What follows belongs to an exercise in optimizing a design on an open flow for small area and a short achievable clock period; a production flow would make more cautious choices.
At most, simulation tests tie the RTL to the original design; equivalence was not proved.
No driver is modelled on the clock port, so clocking that relies on it looks cheaper here than on a real chip.

==> flow/design.v <==
module fir_cpa #(parameter N = 18) (
    input wire [N-1:0] a,
    input wire [N-1:0] b,
    output wire [N-1:0] s
);
    localparam integer M = (N + 1) / 2;                  
    localparam integer TOP = (M > 16) ? 16 : (M > 8) ? 8 : (M > 4) ? 4 : (M > 2) ? 2 : 1;   
    reg [N-1:0] g, p;
    reg [M-1:0] pg, pp;   
    reg [N:0] c;          
    integer d, i, k;
    always @(*) begin
        g = a & b;
        p = a ^ b;
        for (k = 0; k < M; k = k + 1)
            if (2 * k + 1 < N) begin
                pg[k] = g[2*k+1] | (p[2*k+1] & g[2*k]);
                pp[k] = p[2*k+1] & p[2*k];
            end else begin
                pg[k] = g[2*k];
                pp[k] = p[2*k];
            end
        for (d = 1; d < M; d = d * 2)
            for (k = 2 * d - 1; k < M; k = k + 2 * d) begin
                pg[k] = pg[k] | (pp[k] & pg[k-d]);
                pp[k] = pp[k] & pp[k-d];
            end
        for (d = TOP; d >= 1; d = d / 2)
            for (k = 3 * d - 1; k < M; k = k + 2 * d) begin
                pg[k] = pg[k] | (pp[k] & pg[k-d]);
                pp[k] = pp[k] & pp[k-d];
            end
        c = {(N+1){1'b0}};
        c[1] = g[0];
        for (k = 0; 2 * k + 2 <= N; k = k + 1)
            c[2*k+2] = pg[k];
        for (i = 2; i < N; i = i + 2)
            c[i+1] = g[i] | (p[i] & (g[i-1] | (p[i-1] & g[i-2])))
                   | (p[i] & p[i-1] & p[i-2] & c[i-2]);
    end
    assign s = p ^ c[N-1:0];
endmodule
module fir_filter_top #(
    parameter WIDTH = 16,
    parameter TAPS = 8,
    parameter COEFF_SUM = 20
) (
    input wire clk,
    input wire rst,
    input wire signed [WIDTH-1:0] x_in,
    output wire signed [WIDTH+3:0] y_out_raw,
    output wire signed [WIDTH+3:0] y_out
);
    function [5:0] dstep(input [4:0] r, input b);
        begin
            dstep[5] = r[3] | r[4] | (r[2] & b);
            dstep[0] = b ? r[2] : r[0];
            dstep[1] = b ? r[0] : r[3];
            dstep[2] = b ? r[3] : r[1];
            dstep[3] = b ? r[1] : r[4];
            dstep[4] = b ? r[4] : r[2];
        end
    endfunction
    reg signed [15:0] xh0;         
    reg signed [15:0] xd [1:3];    
    reg [15:0] xn4;                
    reg signed [17:0] bh0;         
    reg signed [17:0] bd [1:4];    
    reg [17:0] bn5;                
    reg [4:1] vld;                 
    wire [17:0] ba_x = bh0;
    wire [17:0] ba_y = {{2{xh0[15]}}, xh0};
    wire [17:0] ba_z = {{2{xn4[15]}}, xn4};
    wire [17:0] ba_s = ba_x ^ ba_y ^ ba_z;
    wire [17:0] ba_c = (ba_x & ba_y) | (ba_x & ba_z) | (ba_y & ba_z);
    wire [17:0] bsum;
    fir_cpa #(.N(18)) b_add (.a(ba_s), .b({ba_c[16:0], 1'b1}), .s(bsum));
    always @(posedge clk or posedge rst) begin
        if (rst) begin
            xh0 <= 16'sd0;
            xn4 <= {16{1'b1}};
            bh0 <= 18'sd0;
            bn5 <= {18{1'b1}};
            vld <= 4'd0;
        end else begin
            xh0 <= x_in;
            xn4 <= ~(xd[3] & {16{vld[3]}});
            bh0 <= bsum;
            bn5 <= ~(bd[4] & {18{vld[4]}});
            vld <= {vld[3:1], 1'b1};
        end
    end
    integer i;
    always @(posedge clk) begin
        xd[1] <= xh0;
        for (i = 2; i < 4; i = i + 1) xd[i] <= xd[i-1];
        bd[1] <= bh0;
        for (i = 2; i < 5; i = i + 1) bd[i] <= bd[i-1];
    end
    reg signed [19:0] s2, s1, yraw;
    wire [19:0] sa_x = s2;
    wire [19:0] sa_y = {{2{bh0[17]}}, bh0};
    wire [19:0] sa_z = {{2{bn5[17]}}, bn5};
    wire [19:0] sa_s = sa_x ^ sa_y ^ sa_z;
    wire [19:0] sa_c = (sa_x & sa_y) | (sa_x & sa_z) | (sa_y & sa_z);
    wire [19:0] snext;
    fir_cpa #(.N(20)) s_add (.a(sa_s), .b({sa_c[18:0], 1'b1}), .s(snext));
    always @(posedge clk or posedge rst) begin
        if (rst) begin
            s2 <= 20'sd0;
            s1 <= 20'sd0;
            yraw <= 20'sd0;
        end else begin
            s2 <= snext;
            s1 <= s2;
            yraw <= s1;
        end
    end
    localparam SPLIT = 8;
    reg [4:0] ra [0:SPLIT];
    reg [SPLIT-1:0] qa;
    reg [5:0] ta;
    integer ka;
    always @(*) begin
        case (s2[19:18])
            2'b00:   ra[0] = 5'b00001;   
            2'b01:   ra[0] = 5'b00010;   
            2'b10:   ra[0] = 5'b01000;   
            default: ra[0] = 5'b10000;   
        endcase
        for (ka = 0; ka < SPLIT; ka = ka + 1) begin
            ta = dstep(ra[ka], s2[17-ka]);
            qa[SPLIT-1-ka] = ta[5];
            ra[ka+1] = ta[4:0];
        end
    end
    reg [SPLIT-1:0] qh;
    reg [4:0] rh;
    always @(posedge clk or posedge rst) begin
        if (rst) begin
            qh <= {SPLIT{1'b0}};
            rh <= 5'b00001;
        end else begin
            qh <= qa;
            rh <= ra[SPLIT];
        end
    end
    reg [4:0] rb [SPLIT:16];
    reg [15-SPLIT:0] qb;
    reg [5:0] tb;
    integer kb;
    always @(*) begin
        rb[SPLIT] = rh;
        for (kb = SPLIT; kb < 16; kb = kb + 1) begin
            tb = dstep(rb[kb], s1[17-kb]);
            qb[15-kb] = tb[5];
            rb[kb+1] = tb[4:0];
        end
    end
    wire inc = s1[19] & ((|s1[1:0]) | ~rb[16][0]);
    wire [15:0] fq = {qh, qb};
    wire [3:0] nib_ones = {&fq[15:12], &fq[11:8], &fq[7:4], &fq[3:0]};
    wire [3:0] nib_c = {inc & nib_ones[0] & nib_ones[1] & nib_ones[2],
                        inc & nib_ones[0] & nib_ones[1], inc & nib_ones[0], inc};
    wire [15:0] cy;
    assign cy[0] = nib_c[0];
    assign cy[1] = nib_c[0] & fq[0];
    assign cy[2] = nib_c[0] & fq[0] & fq[1];
    assign cy[3] = nib_c[0] & fq[0] & fq[1] & fq[2];
    assign cy[4] = nib_c[1];
    assign cy[5] = nib_c[1] & fq[4];
    assign cy[6] = nib_c[1] & fq[4] & fq[5];
    assign cy[7] = nib_c[1] & fq[4] & fq[5] & fq[6];
    assign cy[8] = nib_c[2];
    assign cy[9] = nib_c[2] & fq[8];
    assign cy[10] = nib_c[2] & fq[8] & fq[9];
    assign cy[11] = nib_c[2] & fq[8] & fq[9] & fq[10];
    assign cy[12] = nib_c[3];
    assign cy[13] = nib_c[3] & fq[12];
    assign cy[14] = nib_c[3] & fq[12] & fq[13];
    assign cy[15] = nib_c[3] & fq[12] & fq[13] & fq[14];
    wire [15:0] q = fq ^ cy;
    reg [15:0] ydiv;
    always @(posedge clk or posedge rst) begin
        if (rst) ydiv <= 16'd0;
        else     ydiv <= q;
    end
    assign y_out_raw = yraw;
    assign y_out = {{4{ydiv[15]}}, ydiv};
endmodule
export LEC_CHECK = 0
export ABC_AREA = 1
export CAP_MARGIN = 20
export CORE_MARGIN = 2
export CORE_UTILIZATION = 40
export SLEW_MARGIN = 20
create_clock -name core_clock -period 10.0 [get_ports {clk}]
standard.sh (not shown) runs the stock make flow with config.mk's settings and CLKGATE_MAP_FILE= SYNTH_SCRIPT=/design/flow/synth_recipe.tcl, a recipe that flattens the netlist after the stock synthesis.
==> flow/flow/run.sh <==
#!/bin/bash
# The standard layout flow, with small port buffers, a clock tree built
# from one buffer type without dummy loads, and after CTS a setup repair that
# aims for a 3.05 ns period (the SDC keeps the design's 10 ns clock).
set -euo pipefail
bash standard.sh \
  "BUFFER_PORTS_ARGS=-buffer_cell sky130_fd_sc_hd__buf_1" \
  "CTS_ARGS=-sink_clustering_enable -repair_clock_nets -buf_list sky130_fd_sc_hd__clkbuf_8 -root_buf sky130_fd_sc_hd__clkbuf_16 -sink_clustering_size 19 -sink_clustering_max_diameter 60 -dont_use_dummy_load" \
  "POST_CTS_TCL=$PWD/flow/post_cts.tcl" \
  finish > standard.log 2>&1
==> flow/flow/post_cts.tcl <==
estimate_parasitics -placement
repair_timing -setup -setup_margin 7.0 -repair_tns 100
detailed_placement
Rerun with:
--- a/flow/design.v
+++ b/flow/design.v
@@ -3,9 +3,9 @@
     input wire [N-1:0] b,
     output wire [N-1:0] s
 );
     localparam integer M = (N + 1) / 2;                  
-    localparam integer TOP = (M > 16) ? 16 : (M > 8) ? 8 : (M > 4) ? 4 : (M > 2) ? 2 : 1;   
+    localparam integer TOP = (M > 1) ? (1 << ($clog2(M) - 1)) : 1;
     reg [N-1:0] g, p;
     reg [M-1:0] pg, pp;   
     reg [N:0] c;          
     integer d, i, k;
@@ -60,47 +60,39 @@
             dstep[3] = b ? r[1] : r[4];
             dstep[4] = b ? r[4] : r[2];
         end
     endfunction
-    reg signed [15:0] xh0;         
-    reg signed [15:0] xd [1:3];    
-    reg [15:0] xn4;                
-    reg signed [17:0] bh0;         
-    reg signed [17:0] bd [1:4];    
+    reg signed [15:0] xh [0:2];    
+    reg signed [17:0] t;           
+    reg signed [17:0] bh [0:4];    
     reg [17:0] bn5;                
-    reg [4:1] vld;                 
-    wire [17:0] ba_x = bh0;
-    wire [17:0] ba_y = {{2{xh0[15]}}, xh0};
-    wire [17:0] ba_z = {{2{xn4[15]}}, xn4};
-    wire [17:0] ba_s = ba_x ^ ba_y ^ ba_z;
-    wire [17:0] ba_c = (ba_x & ba_y) | (ba_x & ba_z) | (ba_y & ba_z);
-    wire [17:0] bsum;
-    fir_cpa #(.N(18)) b_add (.a(ba_s), .b({ba_c[16:0], 1'b1}), .s(bsum));
+    wire [17:0] tx0 = {{2{xh[0][15]}}, xh[0]};
+    wire [17:0] tx1 = {{2{xh[1][15]}}, xh[1]};
+    wire [17:0] tx2 = {{2{xh[2][15]}}, xh[2]};
+    wire [17:0] ta_s = tx0 ^ tx1 ^ tx2;
+    wire [17:0] ta_c = (tx0 & tx1) | (tx0 & tx2) | (tx1 & tx2);
+    wire [17:0] tsum, bsum;
+    fir_cpa #(.N(18)) t_add (.a(ta_s), .b({ta_c[16:0], 1'b0}), .s(tsum));
+    fir_cpa #(.N(18)) b_add (.a(tx0), .b(t), .s(bsum));
+    integer i;
     always @(posedge clk or posedge rst) begin
         if (rst) begin
-            xh0 <= 16'sd0;
-            xn4 <= {16{1'b1}};
-            bh0 <= 18'sd0;
+            for (i = 0; i < 3; i = i + 1) xh[i] <= 16'sd0;
+            t <= 18'd0;
+            for (i = 0; i < 5; i = i + 1) bh[i] <= 18'd0;
             bn5 <= {18{1'b1}};
-            vld <= 4'd0;
         end else begin
-            xh0 <= x_in;
-            xn4 <= ~(xd[3] & {16{vld[3]}});
-            bh0 <= bsum;
-            bn5 <= ~(bd[4] & {18{vld[4]}});
-            vld <= {vld[3:1], 1'b1};
+            xh[0] <= x_in;
+            for (i = 1; i < 3; i = i + 1) xh[i] <= xh[i-1];
+            t <= tsum;
+            bh[0] <= bsum;
+            for (i = 1; i < 5; i = i + 1) bh[i] <= bh[i-1];
+            bn5 <= ~bh[4];
         end
-    end
-    integer i;
-    always @(posedge clk) begin
-        xd[1] <= xh0;
-        for (i = 2; i < 4; i = i + 1) xd[i] <= xd[i-1];
-        bd[1] <= bh0;
-        for (i = 2; i < 5; i = i + 1) bd[i] <= bd[i-1];
     end
     reg signed [19:0] s2, s1, yraw;
     wire [19:0] sa_x = s2;
-    wire [19:0] sa_y = {{2{bh0[17]}}, bh0};
+    wire [19:0] sa_y = {{2{bh[0][17]}}, bh[0]};
     wire [19:0] sa_z = {{2{bn5[17]}}, bn5};
     wire [19:0] sa_s = sa_x ^ sa_y ^ sa_z;
     wire [19:0] sa_c = (sa_x & sa_y) | (sa_x & sa_z) | (sa_y & sa_z);
     wire [19:0] snext;
Final area goes up by 6.0%.
Register-to-register slack gains 0.12 ns.
Worst setup slack gets better by 0.027 ns.
Wire length is higher by 5.1%.
Flip-flop and latch count shrinks by 18.
Final cell count rose by 3.2%.
Non-clock buffer count is higher by 1.
Critical path depth is unchanged.
Die area rises by 5.8%.
Utilization came out higher by 0.53 points.
Global-route usage went up by 0.10 points.
Function not checked in the second run of this note: the RTL went through the layout flow alone.

-- port drivers added, routing unchanged --
Ports are ideal in the flow. The routed layouts listed here were re-timed in OpenROAD. Step 1 (the two cells are an assumption about what drives the block):
set clk [get_ports {clk}]
set_driving_cell -lib_cell sky130_fd_sc_hd__clkbuf_16 $clk
set_driving_cell -lib_cell sky130_fd_sc_hd__buf_2 [delete_from_list [all_inputs] $clk]
Step 2, shift: input delay + t, output delay - t, t = (earliest + latest rising clock arrival at the registers) / 2. This alone moves slack from input paths to output paths. Three values: no drivers, after step 1, after step 2; two values: the first two.
run	t, ns	slack for setup (ns)	worst register clock-pin slew, ns	worst data-port slew with drivers (ns)
the first run	0.503	6.962 / 6.919 / 6.708	0.11 / 0.11	0.03
the second run	0.514	6.989 / 6.947 / 6.584	0.11 / 0.11	0.04
After both steps setup and hold are still met in every run listed. The setup slack of the second run, which loses most, moves by -0.042 ns with the drivers and by -0.405 ns with both steps. Setup slack includes reset recovery checks.
